Source: an optimization exercise on an open RTL-to-GDS flow (aim: a short achievable clock period and few clock cycles). Production flows keep margins and buffers that such runs may drop. No functional check of the RTL was part of this run.

<file path="config.mk">
export PLATFORM = sky130hd
export DESIGN_NAME = mips
export DESIGN_NICKNAME = mips
export VERILOG_FILES = /design/flow/design.v
export SDC_FILE = /design/flow/constraint.sdc
export NUM_CORES = 4
export LEC_CHECK = 0
export ABC_CLOCK_PERIOD_IN_PS = 2000
export CAP_MARGIN = 20
export CORE_MARGIN = 2
export CORE_UTILIZATION = 40
export SLEW_MARGIN = 20
</file>
<file path="constraint.sdc">
create_clock -name core_clock -period 9.0 [get_ports {clk}]
set_input_delay 1.8000 -clock core_clock [delete_from_list [all_inputs] [get_ports {clk}]]
set_output_delay 1.8000 -clock core_clock [all_outputs]
set_load 0.01 [all_outputs]
</file>
<file path="design.v">
module mips(input clk,
	    input rst,
	    output [31:0] pc,
	    input  [31:0] instr,
	    output [6:0]  dmem_addr,
	    input  [31:0] dmem_rdata,
	    output        wb_en,
	    output [4:0]  wb_reg,
	    output [31:0] wb_data
 );
reg [31:0] pc_f;
reg [31:0] ras;
reg        v_d;
reg [31:0] ir_d;
reg [31:1] rsoh_d, rtoh_d;
reg [31:0] pc_d, pc1_d;
reg [31:0] pred_d;
reg        wen_e;
reg [4:0]  dest_e;
reg [31:0] a_e, b_e, btgt_e;
reg        fa_e, fb_e;
reg        add_e, sub_e, and_e, or_e, slt_e, passb_e, ld_e, beq_e, jr_e;
reg [6:0]  daddr;
reg        wen_w;
reg [4:0]  dest_w;
reg [31:0] data_w;
reg [31:0] rf [1:31];
wire [5:0] op_d = ir_d[31:26];
wire [4:0] rs_d = ir_d[25:21];
wire [4:0] rt_d = ir_d[20:16];
wire [4:0] rd_d = ir_d[15:11];
wire [5:0] fn_d = ir_d[5:0];
wire [31:0] imm_d = {{16{ir_d[15]}}, ir_d[15:0]};
wire r_d    = (op_d == 6'b000000);
wire lw_d   = (op_d == 6'b100011);
wire addi_d = (op_d == 6'b001000);
wire andi_d = (op_d == 6'b001100);
wire ori_d  = (op_d == 6'b001101);
wire beq_d  = (op_d == 6'b000100);
wire jr_d   = (op_d == 6'b100000);
wire jal_d  = (op_d == 6'b111000);
wire radd_d = r_d & ((fn_d == 6'b100000) | (fn_d == 6'b011000));
wire rsub_d = r_d & (fn_d == 6'b100010);
wire rand_d = r_d & ((fn_d == 6'b100100) | (fn_d == 6'b001100));
wire ror_d  = r_d & ((fn_d == 6'b100101) | (fn_d == 6'b001101));
wire rslt_d = r_d & (fn_d == 6'b101010);
wire rok_d  = radd_d | rsub_d | rand_d | ror_d | rslt_d;
wire immop_d = addi_d | andi_d | ori_d;
wire [4:0] dest_d = rok_d ? rd_d :
                    (lw_d | immop_d) ? rt_d :
                    jal_d ? 5'd31 : 5'd0;
wire wen_d = v_d & (dest_d != 5'd0);
reg [31:0] rfa, rfb;
integer k;
always @(*) begin
	rfa = 32'd0;
	rfb = 32'd0;
	for (k = 1; k < 32; k = k + 1) begin
		rfa = rfa | ({32{rsoh_d[k]}} & rf[k]);
		rfb = rfb | ({32{rtoh_d[k]}} & rf[k]);
	end
end
wire [31:0] va_d = (wen_w && dest_w == rs_d) ? data_w : rfa;
wire [31:0] vb_d = (wen_w && dest_w == rt_d) ? data_w : rfb;
wire [31:0] A = fa_e ? data_w : a_e;
wire [31:0] B = fb_e ? data_w : b_e;
wire [31:0] sum  = A + B;
wire [31:0] diff = A - B;
wire        lt   = A < B;
wire        eq   = (A == B);
wire [31:0] res = ({32{add_e}}   & sum)
                | ({32{sub_e}}   & diff)
                | ({32{and_e}}   & (A & B))
                | ({32{or_e}}    & (A | B))
                | {31'd0, slt_e & lt}
                | ({32{passb_e}} & B)
                | ({32{ld_e}}    & dmem_rdata);
wire [6:0] res7 = ({7{add_e}}   & sum[6:0])
                | ({7{sub_e}}   & diff[6:0])
                | ({7{and_e}}   & (A[6:0] & B[6:0]))
                | ({7{or_e}}    & (A[6:0] | B[6:0]))
                | ({7{passb_e}} & B[6:0]);
wire redirect_e = (beq_e & eq) | (jr_e & ~eq);
wire [31:0] target = jr_e ? A : btgt_e;
wire afwd_d = wen_e & (dest_e == rs_d);
wire redirect_d = v_d & lw_d & afwd_d & (ld_e | slt_e);
wire [31:0] pc1_f = pc_f + 32'd1;
wire [5:0]  op_f  = instr[31:26];
wire        j_f   = (op_f == 6'b110000) | (op_f == 6'b111000);
wire        jal_f = (op_f == 6'b111000);
wire        jr_f  = (op_f == 6'b100000);
wire        keep_f = ~redirect_e & ~redirect_d;
wire [31:0] base   = redirect_e ? target : redirect_d ? pc_d : pc1_f;
wire        sel_j  = keep_f & j_f;
wire        sel_jr = keep_f & jr_f;
wire        sel_b  = ~sel_j & ~sel_jr;
wire [31:0] next_pc = ({32{sel_j}}  & {pc1_f[31:26], instr[25:0]})
                    | ({32{sel_jr}} & ras)
                    | ({32{sel_b}}  & base);
wire go = v_d & keep_f;
integer i;
always @(posedge clk) begin
	if (rst) begin
		pc_f  <= 32'd0;
		ras   <= 32'd0;
		v_d   <= 1'b0;
		wen_e <= 1'b0;
		beq_e <= 1'b0;
		jr_e  <= 1'b0;
		wen_w <= 1'b0;
	end else begin
		pc_f <= next_pc;
		if (jal_f)
			ras <= pc1_f;
		v_d   <= keep_f;
		wen_e <= go & wen_d;
		beq_e <= go & beq_d;
		jr_e  <= go & jr_d;
		wen_w <= wen_e;
	end
end
always @(posedge clk) begin
	ir_d    <= instr;
	rsoh_d  <= 32'd1 << instr[25:21] >> 1;
	rtoh_d  <= 32'd1 << instr[20:16] >> 1;
	pc_d    <= pc_f;
	pc1_d   <= pc1_f;
	pred_d  <= ras;
	dest_e  <= dest_d;
	a_e     <= va_d;
	b_e     <= immop_d ? imm_d : jal_d ? pc1_d : jr_d ? pred_d : vb_d;
	btgt_e  <= pc1_d + imm_d;
	fa_e    <= afwd_d;
	fb_e    <= wen_e & (dest_e == rt_d) & ~immop_d & ~jal_d & ~jr_d;
	add_e   <= radd_d | addi_d;
	sub_e   <= rsub_d;
	and_e   <= rand_d | andi_d;
	or_e    <= ror_d | ori_d;
	slt_e   <= rslt_d;
	passb_e <= jal_d;
	ld_e    <= lw_d;
	daddr   <= (afwd_d ? res7 : va_d[6:0]) + imm_d[6:0];
	dest_w  <= dest_e;
	data_w  <= res;
end
always @(posedge clk) begin
	if (rst) begin
		for (i = 1; i < 32; i = i + 1)
			rf[i] <= 32'd0;
	end else if (wen_w)
		rf[dest_w] <= data_w;
end
assign pc        = pc_f;
assign dmem_addr = daddr;
assign wb_en     = wen_w;
assign wb_reg    = dest_w;
assign wb_data   = data_w;
endmodule
</file>
<file path="flow/run.sh">
#!/bin/bash
# Standard layout, with timing repair aimed well below the 9 ns clock so the
# paths are made as short as the tools can. Each tool's output goes to a log here.
set -euo pipefail
bash standard.sh SETUP_SLACK_MARGIN=${MARGIN:-6.6} finish > standard.log 2>&1
</file>
<file path="standard.sh">
#!/bin/bash
# synth_recipe.tcl (not shown) runs the flow's synth.tcl, then flattens the netlist and writes it again
# the make line also repeats each setting of config.mk as NAME=value (left out here)
make -C /OpenROAD-flow-scripts/flow DESIGN_CONFIG=/design/flow/config.mk WORK_HOME=/design/flow/orfs CLKGATE_MAP_FILE= SYNTH_SCRIPT=/design/flow/synth_recipe.tcl "${@:-finish}"
</file>
==> run notes <==
[cell families after synthesis]
logic type / after synthesis
DFF: 1405
adders and majority gates: 138
AOI/OAI and AO/OA: 1628
buffers and inverters: 665
xor gates and xnor gates: 128
and+or+nand+nor: 2011
muxes: 117
[synth_stat cells (all sizes together), types with 19 or more instances]
cell type | n | area [um2]
dfxtp | 413 | 8270
a211oi | 83 | 623
xor2 | 53 | 464
edfxtp | 992 | 29800
nor3 | 113 | 566
clkbuf | 468 | 1760
nand2 | 155 | 582
a221o | 20 | 200
or2 | 40 | 250
and3 | 20 | 125
nand3 | 110 | 551
inv | 138 | 518
a22o | 260 | 2280
nand4 | 145 | 907
xnor2 | 75 | 657
buf | 58 | 239
nor2b | 19 | 119
a222oi | 73 | 731
a21oi | 221 | 1110
nor2 | 330 | 1240
mux2i | 79 | 791
a22oi | 410 | 3080
o21ai | 144 | 721
ha | 134 | 1680
a21o | 27 | 203
a221oi | 274 | 2400
mux2 | 38 | 428
and2 | 996 | 6230
nand2b | 29 | 181
[stage by stage]
stage / hold WS [ps] / worst slack (ps)
2_1_floorplan: 350 / 5260
3_3_place_gp: 359 / 3880
3_5_place_dp: 363 / 3850
4_1_cts: 368 / 5060
[how the worst max path moves through the flow]
stage | start | slack [ps] | end | cells after the start
after CTS | fb_e$_DFF_P_ | 5060 | pc_f[16]$_SDFF_PP0_ | 16
after global placement | data_w[30]$_DFF_P_ | 3880 | pc_f[16]$_SDFF_PP0_ | 12
after floorplan | fb_e$_DFF_P_ | 5260 | pc_f[1]$_SDFF_PP0_ | 14
after detailed placement | data_w[30]$_DFF_P_ | 3850 | pc_f[16]$_SDFF_PP0_ | 12
[power by group through the flow]
stage / registers [mW] / logic [mW] / clock network (mW)
after floorplan: 7.42 / 1.08 / 0
after global placement: 7.52 / 1.82 / 0
after detailed placement: 7.51 / 1.82 / 0
after CTS: 7.37 / 2.62 / 6.59
[what timing repair did]
action	in CTS
resized for setup	1751
setup endpoints to repair	2309
pin swaps	301
gates cloned	142
setup buffers	623
==> Flow_metrics.wiki <==
{| class="wikitable"
! Metric !! Value
|-
| Failing step || global routing
|-
| Synthesized area || 0.0681 mm2
|-
| H-tree depth reported by CTS || 4
|-
| Placed instance count || 8,123
|-
| Final HPWL from detailed placement || 200,000 um
|-
| Error message || [ERROR RSZ-0074] Failed to build tree from global routes for pin '_7515_/Y' and net '_4044_' at grid (182850, 203550): found route to 1 pins, expected 2
|-
| Sequential share of the synthesized area || 55.9%
|-
| Count of pins on the block boundary || 143
|-
| Number of different library cells in the post-synthesis netlist || 72
|-
| YS warnings || 1
|-
| RePlAce Congestion || 0.982
|-
| Synthesized flop and latch total || 1,405
|-
| Area after DPL || 0.0726 mm2
|-
| Post-synthesis xor/xnor area fraction || 1.65%
|-
| Largest family of logic cells by synthesized area || compound AO/OA/AOI/OAI gates
|-
| Status || did not finish
|-
| Hold-fix buffers at CTS || 0
|-
| Leading register cell type out of synthesis || sky130_fd_sc_hd__edfxtp_1
|-
| Proportion of synthesized area in mux cells || 1.79%
|-
| Net count of the mapped netlist || 6,296
|-
| Die Width || 417 um
|-
| Post-synthesis simple-gate area fraction || 16.4%
|-
| Port Buffer Count || 142
|-
| Max Buffers Root-to-Sink || 3
|-
| Vertical die dimension || 417 um
|-
| Initial Utilization || 40.2%
|-
| Pin count of the biggest net entering global routing || 72
|-
| Number of cell rows || 151
|-
| Mean area per synthesized cell || 11.2 um2
|-
| Arithmetic-cell share of the synthesized area counting full adders, half adders and majority gates || 2.58%
|-
| Clock tree sinks || 1,405
|-
| Share of synthesized flip-flops with an asynchronous set or reset || 0%
|-
| Cell at the root of the clock tree || sky130_fd_sc_hd__clkbuf_16
|-
| Gate count of the mapped netlist || 6,092
|-
| Number of flops mapped to enable cells by yosys || 992
|-
| Post-synthesis compound-gate area fraction || 18.1%
|-
| Num CTS Buffers || 155
|}
